Context: an optimization exercise on an open-source flow, tuned for small area and a short achievable clock period. The choices shown serve that exercise and are no tape-out recipe.
Only simulation tests tie the RTL to the original design; equivalence was not proved.
Power figures rest on the tool's default switching activity, not on a simulated workload.

[design/flow/config.mk]
export PLATFORM = sky130hd
export DESIGN_NAME = ALU_TOP
export DESIGN_NICKNAME = ALU_TOP
export VERILOG_FILES = /design/flow/design.v
export SDC_FILE = /design/flow/constraint.sdc
export NUM_CORES = 4
export LEC_CHECK = 0
export ABC_AREA = 1
export CAP_MARGIN = 20
export CORE_MARGIN = 2
export CORE_UTILIZATION = 60
export SLEW_MARGIN = 20
[design/flow/design.v]
module Decoder(
input       wire    [3:0]     ALU_FUN,
input       wire              VLD,
output      wire              Arith_EN,Logic_EN,CMP_EN,Shift_EN
);
assign Arith_EN = VLD & (ALU_FUN[3:2] == 2'b00);
assign Logic_EN = VLD & (ALU_FUN[3:2] == 2'b01);
assign CMP_EN   = VLD & (ALU_FUN[3:2] == 2'b10);
assign Shift_EN = VLD & (ALU_FUN[3:2] == 2'b11);
endmodule
module Arithmetic_Unit #(parameter W = 16, parameter TOPO = 0) (
input    wire     [W-1:0]   X,Y,
input    wire               CI,
output   wire     [W-1:0]   S,
output   wire               CO,
output   wire               PP
);
localparam L = (W <= 2) ? 1 : (W <= 4) ? 2 : (W <= 8) ? 3 : 4;
wire [W-1:0] p0 = X ^ Y;
wire [W:0]   c;
genvar l, j;
generate
if (TOPO == 3) begin : g_plain
  assign {c[W], S} = {1'b0, X} + {1'b0, Y} + {{W{1'b0}}, CI};
end else if (TOPO == 2) begin : g_bk
  wire [W-1:0] g [0:2*L];
  wire [W-1:0] p [0:2*L];
  assign g[0] = (X & Y) | {{(W-1){1'b0}}, p0[0] & CI};
  assign p[0] = p0;
  for (l = 0; l < L; l = l + 1) begin : g_up
    for (j = 0; j < W; j = j + 1) begin : g_bit
      if (((j + 1) % (1 << (l + 1))) == 0) begin : g_op
        assign g[l+1][j] = g[l][j] | (p[l][j] & g[l][j - (1 << l)]);
        assign p[l+1][j] = p[l][j] & p[l][j - (1 << l)];
      end else begin : g_cp
        assign g[l+1][j] = g[l][j];
        assign p[l+1][j] = p[l][j];
      end
    end
  end
  for (l = L - 1; l >= 0; l = l - 1) begin : g_dn
    for (j = 0; j < W; j = j + 1) begin : g_bit
      if ((((j + 1) % (1 << (l + 1))) == (1 << l)) && (j >= (1 << (l + 1)))) begin : g_op
        assign g[2*L-l][j] = g[2*L-l-1][j] | (p[2*L-l-1][j] & g[2*L-l-1][j - (1 << l)]);
        assign p[2*L-l][j] = p[2*L-l-1][j] & p[2*L-l-1][j - (1 << l)];
      end else begin : g_cp
        assign g[2*L-l][j] = g[2*L-l-1][j];
        assign p[2*L-l][j] = p[2*L-l-1][j];
      end
    end
  end
  assign c = {g[2*L], CI};
end else begin : g_pp
  wire [W-1:0] g [0:L];
  wire [W-1:0] p [0:L];
  assign g[0] = (X & Y) | {{(W-1){1'b0}}, p0[0] & CI};
  assign p[0] = p0;
  for (l = 0; l < L; l = l + 1) begin : g_lvl
    for (j = 0; j < W; j = j + 1) begin : g_bit
      if (TOPO == 1) begin : g_ks
        if (j >= (1 << l)) begin : g_op
          assign g[l+1][j] = g[l][j] | (p[l][j] & g[l][j - (1 << l)]);
          assign p[l+1][j] = p[l][j] & p[l][j - (1 << l)];
        end else begin : g_cp
          assign g[l+1][j] = g[l][j];
          assign p[l+1][j] = p[l][j];
        end
      end else begin : g_sk
        if ((j >> l) & 1) begin : g_op
          assign g[l+1][j] = g[l][j] | (p[l][j] & g[l][((j >> l) << l) - 1]);
          assign p[l+1][j] = p[l][j] & p[l][((j >> l) << l) - 1];
        end else begin : g_cp
          assign g[l+1][j] = g[l][j];
          assign p[l+1][j] = p[l][j];
        end
      end
    end
  end
  assign c = {g[L], CI};
end
endgenerate
generate
if (TOPO != 3) begin : g_sum
  assign S = p0 ^ c[W-1:0];
end
endgenerate
assign CO = c[W];
assign PP = &p0;
endmodule
module Logic_Unit(
input    wire     [15:0]    A,NB,
input    wire     [1:0]     FUN,
input    wire               Logic_EN,
output   wire     [15:0]    Logic_OUT,
output   wire               Logic_Flag
);
wire [15:0] B = ~NB;
wire [15:0] r = FUN[0] ? (A | B) : (A & B);
assign Logic_OUT  = {16{Logic_EN}} & (r ^ {16{FUN[1]}});
assign Logic_Flag = Logic_EN;
endmodule
module CMP_Unit(
input    wire                GE,
input    wire                EQ,
input    wire     [1:0]      FUN,
input    wire                CMP_EN,
output   wire     [15:0]     CMP_OUT,
output   wire                CMP_Flag
);
wire eq = EQ;
reg  r;
always @(*)
begin
  case (FUN)
    2'b00: r = 1'b0;
    2'b01: r = eq;
    2'b10: r = GE & ~eq;
    2'b11: r = ~GE;
  endcase
end
assign CMP_OUT  = {15'b0, CMP_EN & r};
assign CMP_Flag = CMP_EN;
endmodule
module Shift_Unit(
input    wire     [15:0]     A,NB,
input    wire     [1:0]      FUN,
input    wire                Shift_EN,
output   wire     [15:0]     Shift_OUT,
output   wire                Shift_Flag
);
wire [15:0] v = FUN[1] ? ~NB : A;
assign Shift_OUT  = {16{Shift_EN}} & (FUN[0] ? {v[14:0], 1'b0} : {1'b0, v[15:1]});
assign Shift_Flag = Shift_EN;
endmodule
module ALU_TOP(
input    wire     [15:0]     A,B,
input    wire     [3:0]      ALU_FUN,
input    wire                clk,
input    wire                RST,
output   wire      [15:0]    Arith_OUT,Logic_OUT,CMP_OUT,Shift_OUT,
output   wire                Carry_OUT,
output   wire                Arith_Flag,Logic_Flag,CMP_Flag,Shift_Flag
);
localparam M = 6;       
localparam TOPO = 2;    
wire is_mul = (ALU_FUN == 4'b0010);
wire is_div = (ALU_FUN == 4'b0011);
wire is_add = (ALU_FUN == 4'b0000);
wire is_sub = (ALU_FUN == 4'b0001);
wire [15:0] x_in [16:M];
assign x_in[16] = is_mul ? 16'b0 : A;
wire [15:M] q_hi;
genvar i;
generate
for (i = 15; i >= M; i = i - 1) begin : g_row_in
  wire [15-i:0] y = is_mul ? (A[15-i:0] & {(16-i){B[i]}}) : ~B[15-i:0];
  wire          bz = ~|B[15:16-i];
  wire          cout;
  wire [15-i:0] s;
  Arithmetic_Unit #(.W(16-i), .TOPO(TOPO)) U_row (.X(x_in[i+1][15:i]), .Y(y), .CI(~is_mul), .S(s), .CO(cout), .PP());
  assign q_hi[i] = cout & bz;
  wire take = is_mul | (is_div & q_hi[i]);
  assign x_in[i] = {take ? s : x_in[i+1][15:i], x_in[i+1][i-1:0]};
end
endgenerate
reg [15:0]   X_r, Y_r;
reg [15:M]   Q_r;
reg [M-1:0]  G_r;
reg [3:0]    fun_r;
reg          mul_r, div_r, add_r, as_r, ci_r;
reg          vld_r;
always @(posedge clk or negedge RST)
begin
  if (!RST)
    vld_r <= 1'b0;
  else
    vld_r <= 1'b1;
end
always @(posedge clk)
begin
  X_r   <= x_in[M];
  Y_r   <= is_mul ? A : is_add ? B : ~B;
  Q_r   <= q_hi;
  G_r   <= is_mul ? B[M-1:0] : {M{1'b1}};
  fun_r <= ALU_FUN;
  mul_r <= is_mul;
  div_r <= is_div;
  add_r <= is_add;
  as_r  <= is_add | is_sub;
  ci_r  <= ~is_mul & ~is_add;
end
wire arith_en, logic_en, cmp_en, shift_en;
Decoder U_Decoder (.ALU_FUN(fun_r), .VLD(vld_r),
  .Arith_EN(arith_en), .Logic_EN(logic_en), .CMP_EN(cmp_en), .Shift_EN(shift_en));
wire [15:0] x_out [M:0];
assign x_out[M] = X_r;
wire [M-1:0] q_lo;
wire         co0;
wire         eq0;
generate
for (i = M-1; i >= 0; i = i - 1) begin : g_row_out
  wire [15-i:0] y = Y_r[15-i:0] & {(16-i){G_r[i]}};
  wire          bz;
  if (i == 0) begin : g_bz0
    assign bz = 1'b1;
  end else begin : g_bz
    assign bz = ~|(~Y_r[15:16-i]);
  end
  wire          cout, pp;
  wire [15-i:0] s;
  Arithmetic_Unit #(.W(16-i), .TOPO(TOPO)) U_row (.X(x_out[i+1][15:i]), .Y(y), .CI(ci_r), .S(s), .CO(cout), .PP(pp));
  assign q_lo[i] = cout & bz;
  if (i == 0) begin : g_x0
    wire take = mul_r | as_r;
    assign x_out[i] = take ? s : x_out[i+1];
    assign eq0 = pp;
    assign co0 = cout;
  end else begin : g_x
    wire take = mul_r | (div_r & q_lo[i]);
    assign x_out[i] = {take ? s : x_out[i+1][15:i], x_out[i+1][i-1:0]};
  end
end
endgenerate
wire [15:0] quot = {Q_r, q_lo};
assign Arith_OUT  = {16{arith_en}} & (div_r ? quot : x_out[0]);
assign Carry_OUT  = arith_en & add_r & co0;
assign Arith_Flag = arith_en;
CMP_Unit U_CMP (.GE(co0), .EQ(eq0), .FUN(fun_r[1:0]), .CMP_EN(cmp_en),
  .CMP_OUT(CMP_OUT), .CMP_Flag(CMP_Flag));
Logic_Unit U_logic (.A(X_r), .NB(Y_r), .FUN(fun_r[1:0]), .Logic_EN(logic_en),
  .Logic_OUT(Logic_OUT), .Logic_Flag(Logic_Flag));
Shift_Unit U_Shift (.A(X_r), .NB(Y_r), .FUN(fun_r[1:0]), .Shift_EN(shift_en),
  .Shift_OUT(Shift_OUT), .Shift_Flag(Shift_Flag));
endmodule
[design/flow/constraint.sdc]
create_clock -name core_clock -period 32.0 [get_ports {clk}]
set_input_delay 6.4000 -clock core_clock [delete_from_list [all_inputs] [get_ports {clk}]]
set_output_delay 6.4000 -clock core_clock [all_outputs]
set_load 0.01 [all_outputs]
[design/flow/standard.sh]
#!/bin/bash
# synth_recipe.tcl (not shown) runs the flow's synth.tcl, then flattens the netlist and writes it again
# the make line also repeats each setting of config.mk as NAME=value (left out here)
make -C /OpenROAD-flow-scripts/flow DESIGN_CONFIG=/design/flow/config.mk WORK_HOME=/design/flow/orfs CLKGATE_MAP_FILE= SYNTH_SCRIPT=/design/flow/synth_recipe.tcl "${@:-finish}"
[design/flow/flow/run.sh]
#!/bin/bash
# The standard layout (standard.sh), with these settings changed:
#   ADDER_MAP_FILE empty: synthesis does not extract full/half adder cells
#   SETUP_SLACK_MARGIN: timing repair aims for this much setup slack
#   ABC_LOAD_IN_FF: load synthesis assumes on each gate output (fF)
#   BUFFER_PORTS_ARGS: the port buffers are the smallest buffer cell
set -euo pipefail
bash standard.sh ADDER_MAP_FILE= ABC_LOAD_IN_FF=1 SETUP_SLACK_MARGIN=13 "BUFFER_PORTS_ARGS=-buffer_cell sky130_fd_sc_hd__buf_1" finish > flow.log 2>&1
==> insert_results.sql, run 1 <==
INSERT INTO impl_metrics (metric_group, metric, value, unit) VALUES
('logic_synthesis', 'share_of_flip_flops_with_an_asynchronous_set_or_reset_after_synthesis', '1.72', '%'),
('clocking', 'post-cts-setup-buffers', '0', ''),
('setup_path', 'critPathLaunchType', 'input pin', ''),
('placed_design', 'setup_slack_placement', '14.18', 'ns'),
('global_route', 'grtUsageTotal', '39.4', '%'),
('floorplanning', 'core.rowCount', '51', ''),
('clocking', 'path_clk_slew', '0.05', 'ns'),
('setup_path', 'timing.critical_path.slowest_cell_delay', '0.49', 'ns'),
('timing', 'slew_headroom', '32.3', '%'),
('power', 'static-leakage-power', '6.78', 'nW'),
('clocking', 'clock_tree.root_cell', 'clkbuf_16', ''),
('global_route', 'grt_pass1_wl', '64.1', 'mm'),
('floorplanning', 'die_h', '144', 'microns'),
('floorplanning', 'chipWidth', '144', 'microns'),
('finish', 'final.fill_count', '2036', ''),
('route', 'drt.antenna.violating_nets', '0', ''),
('logic_synthesis', 'post-synth-top-area-cell', 'nand2_1', ''),
('run', 'max_cap_viol_count', '0', ''),
('logic_synthesis', 'synth-edff-count', '0', ''),
('setup_path', 'timing.critical_path.mode_cell', 'nand2_1', ''),
('setup_path', 'endpoint_kind', 'register', ''),
('logic_synthesis', 'synth.yosys.warnings', '18', ''),
('clocking', 'htree_levels', '3', ''),
('timing', 'timing_max_transition_violations_final', '0', ''),
('placed_design', 'place_area', '0.0119', 'sq mm'),
('route', 'detail_route.wl_per_cell', '16.7', 'microns'),
('route', 'drc_errors', '0', ''),
('logic_synthesis', 'synth.cells.most_frequent', 'nand2_1 (725), inv_1 (243), nand3_1 (204)', ''),
('clocking', 'tritoncts', 'done', ''),
('clocking', 'cts_resized', '0', ''),
('floorplanning', 'pin_count', '107', ''),
('timing', 'min_period', '17.76', 'ns'),
('timing', 'worstMarginPinSlew', '1.01', 'ns'),
('floorplanning', 'initial_utilization', '60.6', '%'),
('setup_path', 'critPathRequiredTime', '32.19', 'ns'),
('timing', 'setup_ws', '14.24', 'ns'),
('global_route', 'grt_start_max_net_pins', '59', ''),
('logic_synthesis', 'postSynthRegisterBits', '58', ''),
('global_route', 'grt_pass1_vias', '12800', ''),
('logic_synthesis', 'yosys-top-cells-area', 'nand2_1 (23%), dfxtp_1 (9.7%), nand3_1 (8.7%), inv_1 (7.8%), a21oi_1 (5.0%)', ''),
('finish', 'area_delta_synth_final', '4.59', '%'),
('finish', 'postLayoutCellArea', '0.0122', 'sq mm'),
('logic_synthesis', 'synthDistinctLibCells', '53', ''),
('timing', 'fmax', '56.3', 'MHz'),
('floorplanning', 'fp.dieArea', '0.0207', 'sq mm'),
('timing', 'final_hold_violating_endpoints', '0', ''),
('route', 'detail_route.vias_per_cell', '5.81', ''),
('finish', 'n_antenna_cell', '0', ''),
('finish', 'nNetsFinal', '2258', ''),
('setup_path', 'critical-path-slowest-cell', 'buf_4', ''),
('setup_path', 'worstPathMaxFanout', '58', ''),
('route', 'wire_length_reported_by_the_detailed_router', '41.5', 'mm'),
('logic_synthesis', 'syn-cell-area', '0.0117', 'sq mm'),
('logic_synthesis', 'synth.most_common_cell', 'nand2_1', ''),
('global_route', 'number_of_antenna_violations_at_the_first_check_in_global_routing', '0', ''),
('logic_synthesis', 'synth_top_cell_area_share', '23.2', '%'),
('route', 'dr.first_iter.drc_count', '1430', ''),
('logic_synthesis', 'synthesis.instances', '2184', ''),
('setup_path', 'critPathKind', 'input pin to register', ''),
('placed_design', 'dp_wirelength', '32.6', 'mm'),
('clocking', 'cts.hold.buffers_added', '0', ''),
('floorplanning', 'coreArea', '0.0193', 'sq mm'),
('clocking', 'numClockSinks', '58', ''),
('timing', 'timing.setup.tns', '0', 'ns'),
('logic_synthesis', 'ys_seq_area_share', '9.96', '%'),
('route', 'dr.pass1.iters', '8', ''),
('run_status', 'run_status', 'no timing/DRC/antenna violations', ''),
('timing', 'rsz_0062_raised_after_global_routing', 'no', ''),
('clocking', 'cts-buffers-inserted', '9', ''),
('global_route', 'grt_overflow', '0', ''),
('logic_synthesis', 'post_synth.cell_area_avg', '5.36', 'sq um'),
('finish', 'drive_gt1_share', '9.57', '%'),
('placed_design', 'routabilityCongestion', '1.07', ''),
('timing', 'period_share', '55.5', '%'),
('power', 'power_density', '40.0', 'mW/mm^2'),
('setup_path', 'worstPathArrival', '17.95', 'ns'),
('hold_path', 'hold_path.class', 'input pin to asynchronous set/reset pin', ''),
('clocking', 'max-clock-path-buffers', '2', ''),
('route', 'detailroute.via_count', '14500', ''),
('placed_design', 'io_buffers', '91', ''),
('logic_synthesis', 'ys_flop_type', 'dfxtp_1', ''),
('power', 'irDropWorstVdd', '31.7', 'uV'),
('timing', 'setup-violations-final', '0', '');
==> registers in the layout, indices dropped and copies added (netlist names) <==
register / cells
add_r: 1
div_r: 1
ci_r: 1
mul_r: 1
G_r: 6
fun_r: 4
X_r: 16
Y_r: 16
Q_r: 10
as_r: 1
vld_r: 1
==> area by class of cell <==
class	count	area, sq um	area share (%)
Multi-Input combinational cell	1762	8940	73.0
Sequential cell	58	1170	9.52
Inverter	292	1100	8.95
Tap cell	265	332	2.71
Timing Repair Buffer	97	387	3.16
Clock inverter	4	73.8	0.603
Clock buffer	12	256	2.09
==> cells by family (layout without fill, tap and decap cells) <==
| kind of cell | count (synthesis) | in the layout | synth area share, % |
|---|---|---|---|
| buffers and inverters | 378 | 405 | 14.2 |
| adders and majority gates | 1 | 1 | 0.0855 |
| DFF | 58 | 58 | 9.96 |
| AOI/OAI and AO/OA | 372 | 372 | 18.5 |
| and+or+nand+nor | 1286 | 1286 | 50.6 |
| xor gates and xnor gates | 87 | 87 | 6.51 |
| other | 2 | 16 | 0.0641 |
==> cell usage in the layout (no fill, tap or decap), drive strengths merged, types with 2 or more instances in the layout <==
cell and n:
nand3 233, o22ai 19, dfxtp 57, inv 290, nor3 16, a21boi 18
o211ai 8, o21bai 10, o21a 3, xor2 62, nand3b 53, clkinv 4
o21ai 174, clkbuf 12, nand4 19, a21oi 118, nor2 158, conb 16
bufinv 2, nor4 2, o221ai 14, or2 16, a31oi 6, nand2 787
and2 2, xnor2 25, buf 97
==> worst max-delay path: cells and delay by family <==
| kind | cells | cell delay, ns |
|---|---|---|
| simple gates | 86 | 9.39 |
| compound gates | 4 | 0.84 |
| buf+inv | 8 | 1.24 |
==> layer usage <==
layer  vias to the layer above  wire length [microns]  part of all wire, %  track usage, %
met4                         0                   3180                  7.7            27.5
li1                       7085                      -                    -               -
met1                      6468                  16100                   39            46.2
met5                         -                      0                    0               0
met2                       718                  18900                   45            66.5
met3                       190                   3370                  8.1            4.93
==> path summary, 6_finish.rpt <==
check,cells past startpoint,to,start
max,98,X_r[9],ALU_FUN[1]
min,1,vld_r,RST
max in group asynchronous,1,vld_r,RST
min in group core_clock,1,fun_r[3],ALU_FUN[3]
==> stage by stage <==
step / instances / total power, mW / hold slack (ns) / util (%)
4_1_cts: 2490 / 0.482 / 5.83 / 63.3
5_1_grt: 2490 / 0.528 / 5.83 / 63.4
6_report: 2490 / 0.490 / 5.83 / 63.4
3_3_place_gp: 2474 / 0.375 / 6.16 / 61.6
2_1_floorplan: 2198 / 0.317 / 6.10 / -
3_5_place_dp: 2474 / 0.378 / 6.17 / 61.6
==> power breakdown <==
group	internal, mW	total (mW)	switching (mW)
combinational	0.100	0.296	0.196
clock	0.0722	0.104	0.0314
sequential	0.0772	0.0903	0.0131
total	0.250	0.490	0.241
==> run 2, diff against run 1 <==
--- a/design/flow/flow/run.sh
+++ b/design/flow/flow/run.sh
@@ -6,3 +6,3 @@
 #   BUFFER_PORTS_ARGS: the port buffers are the smallest buffer cell
 set -euo pipefail
-bash standard.sh ADDER_MAP_FILE= ABC_LOAD_IN_FF=1 SETUP_SLACK_MARGIN=13 "BUFFER_PORTS_ARGS=-buffer_cell sky130_fd_sc_hd__buf_1" finish > flow.log 2>&1
+bash standard.sh ADDER_MAP_FILE= ABC_LOAD_IN_FF=1 SETUP_SLACK_MARGIN=14.8 "BUFFER_PORTS_ARGS=-buffer_cell sky130_fd_sc_hd__buf_1" finish > flow.log 2>&1
==> insert_results.sql, run 2 <==
INSERT INTO impl_metrics (metric_group, metric, value, unit) VALUES
('floorplanning', 'coreArea', '0.0193', 'sq mm'),
('route', 'drc_errors', '0', ''),
('finish', 'drive_gt1_share', '23.1', '%'),
('clocking', 'cts-buffers-inserted', '9', ''),
('setup_path', 'crit_path_start', 'Y_r[4]', ''),
('setup_path', 'timing.critical_path.mode_cell', 'nand2_2', ''),
('finish', 'postLayoutCellArea', '0.0142', 'sq mm'),
('route', 'dr.pass1.iters', '7', ''),
('logic_synthesis', 'synth-edff-count', '0', ''),
('run_status', 'run_status', 'no timing/DRC/antenna violations', ''),
('setup_path', 'critPathRequiredTime', '25.60', 'ns'),
('setup_path', 'worstPathMaxFanout', '9', ''),
('setup_path', 'critical-path-slowest-cell', 'dfxtp_2', ''),
('floorplanning', 'pin_count', '107', ''),
('placed_design', 'dp_wirelength', '32.6', 'mm'),
('timing', 'period_share', '54.1', '%'),
('global_route', 'number_of_antenna_violations_at_the_first_check_in_global_routing', '1', ''),
('timing', 'setup-violations-final', '0', ''),
('floorplanning', 'fp.dieArea', '0.0207', 'sq mm'),
('logic_synthesis', 'synth.yosys.warnings', '18', ''),
('route', 'wire_length_reported_by_the_detailed_router', '47.6', 'mm'),
('clocking', 'clock_tree.root_cell', 'clkbuf_16', ''),
('hold_path', 'hold_path.class', 'input pin to asynchronous set/reset pin', ''),
('finish', 'layout.cells.most_common_list', 'nand2_1 (604), inv_1 (239), nand3_1 (183), nand2_2 (144), nor2_1 (123)', ''),
('finish', 'final.fill_count', '1728', ''),
('setup_path', 'critPathKind', 'register to output port', ''),
('clocking', 'numClockSinks', '58', ''),
('logic_synthesis', 'synth.cells.most_frequent', 'nand2_1 (725), inv_1 (243), nand3_1 (204)', ''),
('placed_design', 'place_area', '0.0119', 'sq mm'),
('run', 'max_cap_viol_count', '0', ''),
('finish', 'n_antenna_cell', '0', ''),
('logic_synthesis', 'post_synth.cell_area_avg', '5.36', 'sq um'),
('finish', 'area_taken_by_multi_input_logic_gates', '0.0102', 'sq mm'),
('timing', 'fmax', '57.7', 'MHz'),
('clocking', 'path_clk_slew', '0.05', 'ns'),
('power', 'irDropWorstVdd', '32.0', 'uV'),
('logic_synthesis', 'ys_seq_area_share', '9.96', '%'),
('route', 'detail_route.wl_per_cell', '18.4', 'microns'),
('setup_path', 'timing.critical_path.slowest_cell_delay', '0.58', 'ns'),
('logic_synthesis', 'ys_flop_type', 'dfxtp_1', ''),
('global_route', 'grt_start_max_net_pins', '59', ''),
('global_route', 'grtUsageTotal', '40.2', '%'),
('logic_synthesis', 'synthesis.instances', '2184', ''),
('finish', 'layout.cells.most_common', 'nand2_1', ''),
('setup_path', 'worstPathArrival', '10.93', 'ns'),
('power', 'static-leakage-power', '7.54', 'nW'),
('finish', 'area.sequential', '0.00119', 'sq mm'),
('logic_synthesis', 'syn-cell-area', '0.0117', 'sq mm'),
('route', 'dr.first_iter.drc_count', '1664', ''),
('timing', 'whs', '5.83', 'ns'),
('logic_synthesis', 'synth_top_cell_area_share', '23.2', '%'),
('finish', 'nNetsFinal', '2355', ''),
('placed_design', 'routabilityCongestion', '1.07', ''),
('timing', 'timing.setup.tns', '0', 'ns'),
('logic_synthesis', 'yosys-top-cells-area', 'nand2_1 (23%), dfxtp_1 (9.7%), nand3_1 (8.7%), inv_1 (7.8%), a21oi_1 (5.0%)', ''),
('timing', 'slew_headroom', '26.2', '%'),
('logic_synthesis', 'synthDistinctLibCells', '53', ''),
('setup_path', 'critPathLaunchType', 'register', ''),
('timing', 'timing_max_transition_violations_final', '0', ''),
('power', 'power_density', '39.5', 'mW/mm^2'),
('timing', 'rsz_0062_raised_after_global_routing', 'yes', ''),
('clocking', 'htree_levels', '3', ''),
('timing', 'worstMarginPinSlew', '1.10', 'ns'),
('route', 'drt.antenna.violating_nets', '0', ''),
('logic_synthesis', 'synth.most_common_cell', 'nand2_1', ''),
('global_route', 'grt_pass1_wl', '65.4', 'mm'),
('placed_design', 'io_buffers', '91', ''),
('finish', 'area_delta_synth_final', '21.6', '%'),
('timing', 'min_period', '17.33', 'ns'),
('finish', 'layout_top_registers', 'X_r: 16 flops, Y_r: 16 flops, Q_r: 10 flops', ''),
('clocking', 'tritoncts', 'done', ''),
('logic_synthesis', 'postSynthRegisterBits', '58', ''),
('logic_synthesis', 'post-synth-top-area-cell', 'nand2_1', ''),
('floorplanning', 'die_h', '144', 'microns'),
('global_route', 'grt_pass1_vias', '12900', ''),
('floorplanning', 'chipWidth', '144', 'microns'),
('route', 'detail_route.vias_per_cell', '6.02', ''),
('floorplanning', 'initial_utilization', '60.6', '%'),
('timing', 'final_hold_violating_endpoints', '0', ''),
('global_route', 'grt_overflow', '0', ''),
('setup_path', 'endpoint_kind', 'output port', ''),
('floorplanning', 'core.rowCount', '51', ''),
('route', 'detailroute.via_count', '15600', ''),
('clocking', 'max-clock-path-buffers', '2', ''),
('logic_synthesis', 'share_of_flip_flops_with_an_asynchronous_set_or_reset_after_synthesis', '1.72', '%');
==> run 2: final timing paths <==
| check | end | cells past startpoint | slack [ns] |
|---|---|---|---|
| max in group asynchronous | vld_r | 1 | 26.07 |
| worst max-delay path | Arith_OUT[14] | 75 | 14.67 |
| min in group core_clock | fun_r[3] | 1 | 6.25 |
| worst min-delay path | vld_r | 1 | 5.83 |
==> run 2: per-stage QoR <==
stage                     total power, mW  setup slack (ns)  std cells  utilization, %
final                               0.562             14.67       2587            73.6
after global routing                0.598             13.89       2587            73.6
after CTS                           0.483             14.80       2490            63.6
after detailed placement            0.378             14.18       2474            61.6
after global placement              0.375             14.32       2474            61.6
after floorplan                     0.317             17.16       2198               -
==> run 2: layout make-up <==
type | count | share of cell area, %
repair inverters | 1 | 0.0615
clock inverters | 4 | 0.518
repair buffers | 179 | 7.69
multi-input cells | 1776 | 71.4
clock buffers | 12 | 1.80
well taps | 265 | 2.33
flip-flops and latches | 58 | 8.34
inverters | 292 | 7.88
==> run 2: cells by family after synthesis <==
kind of cell / synth area share (%)
flip-flops: 9.96
buffers and inverters: 14.2
AO/OA/AOI/OAI: 18.5
other: 0.0641
XOR/XNOR: 6.51
AND/OR/NAND/NOR: 50.6
adder cells (fa/ha/maj): 0.0855
==> run 2: repair_timing <==
item	CTS	global route
buffers inserted	0	80
gates resized for setup	14	315
endpoints found under the setup margin	20	29
hold buffers	0	0
pin swaps	0	105
gates cloned	0	17
==> run 2: critical path, delay by kind of cell (launching register included) <==
family	cells	cell delay, ns
and+or+nand+nor	50	6.61
AOI/OAI and AO/OA	14	2.04
DFF	1	0.58
buffers and inverters	10	1.15
xor gates and xnor gates	1	0.17
==> run 2: metal layers <==
layer,GRT usage (%),up-vias,part of all wire [%]
met5,0,-,0.12
met4,29.4,4,8.4
met3,7.00,317,10
met2,65.8,929,45
met1,47.3,7036,36
li1,-,7288,-
==> run 2: where the power goes <==
| group | total, mW | switching, mW | leakage [nW] | internal (mW) |
|---|---|---|---|---|
| logic | 0.367 | 0.239 | 6.89 | 0.127 |
| clock network | 0.104 | 0.0321 | 0.163 | 0.0723 |
| registers | 0.0914 | 0.0142 | 0.486 | 0.0772 |
| total | 0.562 | 0.286 | 7.54 | 0.277 |
==> run 3, diff against run 2 <==
--- a/design/flow/flow/run.sh
+++ b/design/flow/flow/run.sh
@@ -6,3 +6,3 @@
 #   BUFFER_PORTS_ARGS: the port buffers are the smallest buffer cell
 set -euo pipefail
-bash standard.sh ADDER_MAP_FILE= ABC_LOAD_IN_FF=1 SETUP_SLACK_MARGIN=14.8 "BUFFER_PORTS_ARGS=-buffer_cell sky130_fd_sc_hd__buf_1" finish > flow.log 2>&1
+bash standard.sh ADDER_MAP_FILE= ABC_LOAD_IN_FF=1 SETUP_SLACK_MARGIN=14 "BUFFER_PORTS_ARGS=-buffer_cell sky130_fd_sc_hd__buf_1" finish > flow.log 2>&1
==> insert_results.sql, run 3 <==
INSERT INTO impl_metrics (metric_group, metric, value, unit) VALUES
('run_status', 'run_status', 'no timing/DRC/antenna violations', ''),
('global_route', 'grt_overflow', '0', ''),
('logic_synthesis', 'ys_seq_area_share', '9.96', '%'),
('timing', 'final_hold_violating_endpoints', '0', ''),
('logic_synthesis', 'ys_flop_type', 'dfxtp_1', ''),
('setup_path', 'critical-path-slowest-cell', 'a21oi_1', ''),
('setup_path', 'critPathRequiredTime', '25.60', 'ns'),
('logic_synthesis', 'share_of_flip_flops_with_an_asynchronous_set_or_reset_after_synthesis', '1.72', '%'),
('placed_design', 'dp_wirelength', '32.6', 'mm'),
('logic_synthesis', 'synthesis.instances', '2184', ''),
('floorplanning', 'chipWidth', '144', 'microns'),
('floorplanning', 'die_h', '144', 'microns'),
('run', 'max_cap_viol_count', '0', ''),
('timing', 'min_period', '17.23', 'ns'),
('setup_path', 'timing.critical_path.mode_cell', 'nand2_1', ''),
('logic_synthesis', 'syn-cell-area', '0.0117', 'sq mm'),
('finish', 'layout_top_registers', 'X_r: 16 flops, Y_r: 16 flops, Q_r: 10 flops', ''),
('global_route', 'grt_pass1_vias', '12800', ''),
('logic_synthesis', 'synth.yosys.warnings', '18', ''),
('logic_synthesis', 'post_synth.cell_area_avg', '5.36', 'sq um'),
('timing', 'timing_max_transition_violations_final', '0', ''),
('global_route', 'top_usage_layer', 'met2', ''),
('timing', 'setup-violations-final', '0', ''),
('clocking', 'clock_tree.root_cell', 'clkbuf_16', ''),
('global_route', 'grtUsageTotal', '39.4', '%'),
('floorplanning', 'initial_utilization', '60.6', '%'),
('timing', 'worstMarginPinSlew', '0.995', 'ns'),
('global_route', 'grt_pass1_wl', '64.1', 'mm'),
('placed_design', 'io_buffers', '91', ''),
('logic_synthesis', 'postSynthRegisterBits', '58', ''),
('clocking', 'tritoncts', 'done', ''),
('finish', 'fraction_of_the_core_area_covered_by_cells_at_the_end_of_the_flow', '65.1', '%'),
('logic_synthesis', 'synth-edff-count', '0', ''),
('placed_design', 'setup_slack_placement', '14.18', 'ns'),
('clocking', 'max-clock-path-buffers', '2', ''),
('finish', 'final_cells', '2501', ''),
('timing', 'fmax', '58.0', 'MHz'),
('global_route', 'grt_util_met3', '4.93', '%'),
('global_route', 'routing_usage_on_met1', '46.2', '%'),
('finish', 'layout.cells.most_common_list', 'nand2_1 (725), inv_1 (242), nand3_1 (202), nor2_1 (146), a21oi_1 (115)', ''),
('power', 'fin_total_pwr', '0.498', 'mW'),
('global_route', 'grt_start_max_net_pins', '59', ''),
('setup_path', 'worstPathMaxFanout', '19', ''),
('placed_design', 'routabilityCongestion', '1.07', ''),
('floorplanning', 'coreArea', '0.0193', 'sq mm'),
('floorplanning', 'core.rowCount', '51', ''),
('logic_synthesis', 'synth.most_common_cell', 'nand2_1', ''),
('route', 'detail_route.vias_per_cell', '5.86', ''),
('route', 'dr.first_iter.drc_count', '1580', ''),
('route', 'detail_route.wl_per_cell', '16.9', 'microns'),
('timing', 'slew_headroom', '33.4', '%'),
('placed_design', 'placed_cells', '2474', ''),
('timing', 'timing.setup.tns', '0', 'ns'),
('logic_synthesis', 'synth_top_cell_area_share', '23.2', '%'),
('clocking', 'htree_levels', '3', ''),
('route', 'wire_length_reported_by_the_detailed_router', '42.2', 'mm'),
('setup_path', 'critPathLaunchType', 'register', ''),
('setup_path', 'endpoint_kind', 'output port', ''),
('logic_synthesis', 'synth.cells.most_frequent', 'nand2_1 (725), inv_1 (243), nand3_1 (204)', ''),
('route', 'detailroute.via_count', '14600', ''),
('floorplanning', 'pin_count', '107', ''),
('logic_synthesis', 'synthDistinctLibCells', '53', ''),
('timing', 'rsz_0062_raised_after_global_routing', 'no', ''),
('finish', 'drive_gt1_share', '11.1', '%'),
('logic_synthesis', 'yosys-top-cells-area', 'nand2_1 (23%), dfxtp_1 (9.7%), nand3_1 (8.7%), inv_1 (7.8%), a21oi_1 (5.0%)', ''),
('clocking', 'numClockSinks', '58', ''),
('timing', 'period_share', '53.9', '%'),
('setup_path', 'worstPathArrival', '10.83', 'ns'),
('floorplanning', 'fp.dieArea', '0.0207', 'sq mm'),
('hold_path', 'hold_path.class', 'input pin to asynchronous set/reset pin', ''),
('route', 'dr.pass1.iters', '8', ''),
('clocking', 'path_clk_slew', '0.05', 'ns'),
('power', 'power_density', '39.5', 'mW/mm^2'),
('finish', 'n_antenna_cell', '0', ''),
('clocking', 'cts.hold.buffers_added', '0', ''),
('logic_synthesis', 'post-synth-top-area-cell', 'nand2_1', ''),
('setup_path', 'critPathKind', 'register to output port', ''),
('finish', 'area_delta_synth_final', '7.46', '%'),
('route', 'drt.antenna.violating_nets', '0', ''),
('finish', 'final.fill_count', '2002', ''),
('power', 'static-leakage-power', '6.86', 'nW'),
('power', 'irDropWorstVdd', '31.9', 'uV'),
('setup_path', 'timing.critical_path.slowest_cell_delay', '0.59', 'ns'),
('clocking', 'cts-buffers-inserted', '9', ''),
('timing', 'setup_ws', '14.77', 'ns'),
('finish', 'nNetsFinal', '2269', ''),
('finish', 'layout.cells.most_common', 'nand2_1', ''),
('route', 'drc_errors', '0', ''),
('global_route', 'number_of_antenna_violations_at_the_first_check_in_global_routing', '0', ''),
('global_route', 'met2_track_utilization_from_global_routing', '66.5', '%');
-- run 3: cell types whose count changed in the layout (fill, tap and decap cells not counted), moves of 9 or more --
cell and delta:
buf_4 -68, nor2_2 -16, nand2_2 -103, o21ai_1 +10, a21oi_1 +10, nand3_2 -20
a21oi_2 -9, nor2_1 +23, nand2_4 -18, nand2_1 +121, nand3_1 +19
-- run 3: repair_timing --
action / CTS / global route
resized for setup: 0 / 53
setup endpoints to repair: 0 / 27
buffers inserted: 0 / 7
-- run 3: layout make-up --
cell class / count / area, sq um / area share (%)
repair buffers: 104 / 469 / 3.73
multi-input cells: 1766 / 9170 / 72.9
inverters: 292 / 1100 / 8.78
clock buffers: 12 / 256 / 2.04
well taps: 265 / 332 / 2.63
flip-flops and latches: 58 / 1180 / 9.38
clock inverters: 4 / 73.8 / 0.587
-- run 3: kinds of logic (layout without fill, tap and decap cells) --
| group | count (synthesis) | count (layout) | synth area share (%) |
|---|---|---|---|
| AOI/OAI and AO/OA | 372 | 372 | 18.5 |
| xor gates and xnor gates | 87 | 87 | 6.51 |
| adders and majority gates | 1 | 1 | 0.0855 |
| buffers and inverters | 378 | 412 | 14.2 |
| DFF | 58 | 58 | 9.96 |
| other | 2 | 16 | 0.0641 |
| and+or+nand+nor | 1286 | 1290 | 50.6 |
-- run 3: critical path, delay by kind of cell (launching register included) --
| family | cells | cell delay, ns |
|---|---|---|
| flip-flops | 1 | 0.48 |
| AO/OA/AOI/OAI | 19 | 2.95 |
| AND/OR/NAND/NOR | 59 | 6.48 |
| buffers and inverters | 3 | 0.57 |
-- run 3: power breakdown --
part           switching (mW)  internal, mW
registers              0.0133        0.0772
clock network          0.0317        0.0723
logic                   0.201         0.102
total                   0.246         0.252
-- run 3: worst max path at each step --
stage | from | endpoint | slack (ns) | depth (start not counted)
after floorplan | Y_r[0] | CMP_OUT[0] | 17.16 | 95
after global placement | ALU_FUN[1] | X_r[13] | 14.32 | 98
after detailed placement | ALU_FUN[3] | X_r[9] | 14.18 | 97
after CTS | ALU_FUN[3] | X_r[9] | 14.40 | 97
after global routing | G_r[5] | Arith_OUT[15] | 13.90 | 98
final | X_r[5] | Arith_OUT[4] | 14.77 | 81
-- run 3: layer usage --
metal	wire, microns	share of wire, %
met1	16100	38
met2	19400	46
met3	3540	8.4
met5	0	0
met4	3230	7.6
-- run 3: per-stage QoR --
step	hold slack, ns	cell area [sq um]
after detailed placement	6.17	11900
after CTS	5.83	12200
final	5.83	12600
after global placement	6.16	11900
after floorplan	6.10	11800
after global routing	5.83	12600
==> run 4, diff against run 3 <==
--- a/design/flow/config.mk
+++ b/design/flow/config.mk
@@ -7,6 +7,6 @@
 export LEC_CHECK = 0
 export ABC_AREA = 1
-export CAP_MARGIN = 20
+export CAP_MARGIN = 0
 export CORE_MARGIN = 2
 export CORE_UTILIZATION = 60
-export SLEW_MARGIN = 20
+export SLEW_MARGIN = 0
==> insert_results.sql, run 4 <==
INSERT INTO impl_metrics (metric_group, metric, value, unit) VALUES
('run_status', 'run_status', 'no timing/DRC/antenna violations', ''),
('logic_synthesis', 'syn-cell-area', '0.0117', 'sq mm'),
('placed_design', 'setup_slack_placement', '14.18', 'ns'),
('route', 'routed-wl-met3', '3.45', 'mm'),
('timing', 'whs', '5.83', 'ns'),
('finish', 'fraction_of_the_core_area_covered_by_cells_at_the_end_of_the_flow', '65.1', '%'),
('logic_synthesis', 'synth-edff-count', '0', ''),
('placed_design', 'placed_cells', '2474', ''),
('finish', 'layout_top_registers', 'X_r: 16 flops, Y_r: 16 flops, Q_r: 10 flops', ''),
('timing', 'slew_headroom', '23.4', '%'),
('logic_synthesis', 'synthDistinctLibCells', '53', ''),
('floorplanning', 'core.rowCount', '51', ''),
('logic_synthesis', 'post-synth-top-area-cell', 'nand2_1', ''),
('logic_synthesis', 'synth.cells.most_frequent', 'nand2_1 (725), inv_1 (243), nand3_1 (204)', ''),
('route', 'wl_met2', '19.3', 'mm'),
('power', 'fin_total_pwr', '0.497', 'mW'),
('logic_synthesis', 'ys_seq_area_share', '9.96', '%'),
('timing', 'min_period', '17.23', 'ns'),
('logic_synthesis', 'yosys-top-cells-area', 'nand2_1 (23%), dfxtp_1 (9.7%), nand3_1 (8.7%), inv_1 (7.8%), a21oi_1 (5.0%)', ''),
('route', 'detailroute.via_count', '14600', ''),
('setup_path', 'crit_path_start', 'X_r[5]', ''),
('floorplanning', 'pin_count', '107', ''),
('placed_design', 'place_area', '0.0119', 'sq mm'),
('logic_synthesis', 'synth.yosys.warnings', '18', ''),
('route', 'drt.antenna.violating_nets', '0', ''),
('timing', 'period_share', '53.8', '%'),
('global_route', 'grtUsageTotal', '39.4', '%'),
('timing', 'timing.setup.tns', '0', 'ns'),
('placed_design', 'io_buffers', '91', ''),
('power', 'static-leakage-power', '6.86', 'nW'),
('setup_path', 'endpoint_kind', 'output port', ''),
('finish', 'drive_gt1_share', '11.0', '%'),
('clocking', 'cts-buffers-inserted', '9', ''),
('floorplanning', 'chipWidth', '144', 'microns'),
('floorplanning', 'die_h', '144', 'microns'),
('logic_synthesis', 'share_of_flip_flops_with_an_asynchronous_set_or_reset_after_synthesis', '1.72', '%'),
('hold_path', 'hold_path.class', 'input pin to asynchronous set/reset pin', ''),
('finish', 'n_antenna_cell', '0', ''),
('route', 'detail_route.vias_per_cell', '5.85', ''),
('timing', 'final_hold_violating_endpoints', '0', ''),
('global_route', 'grt_pass1_vias', '12800', ''),
('logic_synthesis', 'synth.most_common_cell', 'nand2_1', ''),
('timing', 'setup-violations-final', '0', ''),
('clocking', 'htree_levels', '3', ''),
('clocking', 'max-clock-path-buffers', '2', ''),
('logic_synthesis', 'synth_top_cell_area_share', '23.2', '%'),
('setup_path', 'critical-path-slowest-cell', 'a21oi_1', ''),
('timing', 'rsz_0062_raised_after_global_routing', 'no', ''),
('power', 'power_density', '39.5', 'mW/mm^2'),
('route', 'drc_errors', '0', ''),
('setup_path', 'critPathRequiredTime', '25.60', 'ns'),
('finish', 'nNetsFinal', '2269', ''),
('timing', 'fmax', '58.0', 'MHz'),
('power', 'irDropWorstVdd', '31.8', 'uV'),
('setup_path', 'critPathKind', 'register to output port', ''),
('clocking', 'tritoncts', 'done', ''),
('clocking', 'path_clk_slew', '0.05', 'ns'),
('logic_synthesis', 'postSynthRegisterBits', '58', ''),
('floorplanning', 'initial_utilization', '60.6', '%'),
('route', 'dr.pass1.iters', '8', ''),
('route', 'detail_route.wl_per_cell', '16.9', 'microns'),
('route', 'top_signal_layer_used', 'met4', ''),
('placed_design', 'dp_wirelength', '32.6', 'mm'),
('logic_synthesis', 'post_synth.cell_area_avg', '5.36', 'sq um'),
('setup_path', 'critPathLaunchType', 'register', ''),
('setup_path', 'timing.critical_path.mode_cell', 'nand2_1', ''),
('logic_synthesis', 'ys_flop_type', 'dfxtp_1', ''),
('setup_path', 'worstPathMaxFanout', '19', ''),
('timing', 'worstMarginPinSlew', '1.15', 'ns'),
('timing', 'timing_max_transition_violations_final', '0', ''),
('global_route', 'number_of_antenna_violations_at_the_first_check_in_global_routing', '0', ''),
('placed_design', 'routabilityCongestion', '1.07', ''),
('finish', 'layout.cells.most_common', 'nand2_1', ''),
('setup_path', 'worstPathArrival', '10.83', 'ns'),
('route', 'route.layer.met1.wl', '16.1', 'mm'),
('clocking', 'clock_tree.root_cell', 'clkbuf_16', ''),
('run', 'max_cap_viol_count', '0', ''),
('setup_path', 'timing.critical_path.slowest_cell_delay', '0.59', 'ns'),
('route', 'dr.first_iter.drc_count', '1573', ''),
('timing', 'setup_ws', '14.77', 'ns'),
('global_route', 'grt_overflow', '0', ''),
('finish', 'postLayoutCellArea', '0.0126', 'sq mm'),
('finish', 'layout.cells.most_common_list', 'nand2_1 (725), inv_1 (242), nand3_1 (202), nor2_1 (147), a21oi_1 (115)', ''),
('clocking', 'numClockSinks', '58', ''),
('logic_synthesis', 'synthesis.instances', '2184', ''),
('global_route', 'grt_pass1_wl', '64.1', 'mm'),
('setup_path', 'setup.worst_path.end', 'Arith_OUT[4]', ''),
('global_route', 'grt_start_max_net_pins', '59', ''),
('floorplanning', 'coreArea', '0.0193', 'sq mm'),
('finish', 'final_cells', '2501', ''),
('route', 'wire_length_reported_by_the_detailed_router', '42.2', 'mm'),
('floorplanning', 'fp.dieArea', '0.0207', 'sq mm'),
('finish', 'area_delta_synth_final', '7.44', '%');
## run 4: how the worst min path moves through the flow
stage                       end  slack [ns]  startpoint  depth (start not counted)
after floorplan           vld_r        6.10         RST                          0
after global placement    vld_r        6.16         RST                          1
after detailed placement  vld_r        6.17         RST                          1
after CTS                 vld_r        5.83         RST                          1
after global routing      vld_r        5.83         RST                          1
final                     vld_r        5.83         RST                          1
## run 4: layout make-up
class                   instances  area, sq um
inverters                     292         1100
repair buffers                104          469
fillers                      2001         6750
well taps                     265          332
multi-input cells            1766         9170
flip-flops and latches         58         1180
clock inverters                 4         73.8
clock buffers                  12          256
## run 4: repair_timing
item	in CTS	in global routing
hold buffers	0	0
resized for setup	0	53
buffers inserted	0	7
endpoints found under the setup margin	0	27
## run 4: logic make-up (layout without fill, tap and decap cells)
family | count (synthesis) | after routing | share of synthesized area [%]
AOI/OAI and AO/OA | 372 | 372 | 18.5
buffers and inverters | 378 | 412 | 14.2
DFF | 58 | 58 | 9.96
and+or+nand+nor | 1286 | 1290 | 50.6
adders and majority gates | 1 | 1 | 0.0855
other | 2 | 16 | 0.0641
xor gates and xnor gates | 87 | 87 | 6.51
## run 4: where the power goes
group | internal, mW | total, mW | switching [mW]
Clock | 0.0723 | 0.104 | 0.0316
Combinational | 0.102 | 0.303 | 0.201
Sequential | 0.0772 | 0.0906 | 0.0133
Total | 0.252 | 0.497 | 0.246
## run 4: worst max-delay path, delay by kind of cell (launching register included)
family,cells,cell delay [ns]
AOI/OAI and AO/OA,19,2.97
buffers and inverters,3,0.57
DFF,1,0.48
and+or+nand+nor,59,6.45
## run 4: metal layers
| layer | up-vias | global-route usage (%) |
|---|---|---|
| li1 | 7119 | - |
| met5 | - | 0 |
| met2 | 739 | 66.5 |
| met3 | 213 | 4.93 |
| met4 | 0 | 27.5 |
| met1 | 6549 | 46.2 |

port drivers added, routing unchanged:
How much do the figures lean on ideal ports? The routed layouts below were timed once more, with nothing changed but the port constraints. Step 1: set_driving_cell puts a clkbuf_16 on clk and a buf_2 on each other input, an assumption about the parent block. Step 2 moves the port delays by t, midway between the first and last clock arrival at a register: inputs arrive t later, outputs are due t later. That takes back most of the time a late clock gives input paths. Slacks: no drivers / after step 1 / after step 2; pairs: no drivers / after step 1.
run	t (ns)	setup WS [ns]	clock arrival spread, ns
run 1	0.359	14.241 / 14.239 / 13.898	0.009 / 0.008
run 2	0.360	14.673 / 14.631 / 14.991	0.010 / 0.010
run 3	0.361	14.766 / 14.725 / 14.873	0.009 / 0.009
run 4	0.359	14.768 / 14.728 / 14.894	0.009 / 0.010
After both steps setup and hold are still met in every run listed. For run 1, which loses most, drivers alone change the setup slack by -0.002 ns; drivers and shift together by -0.343 ns.
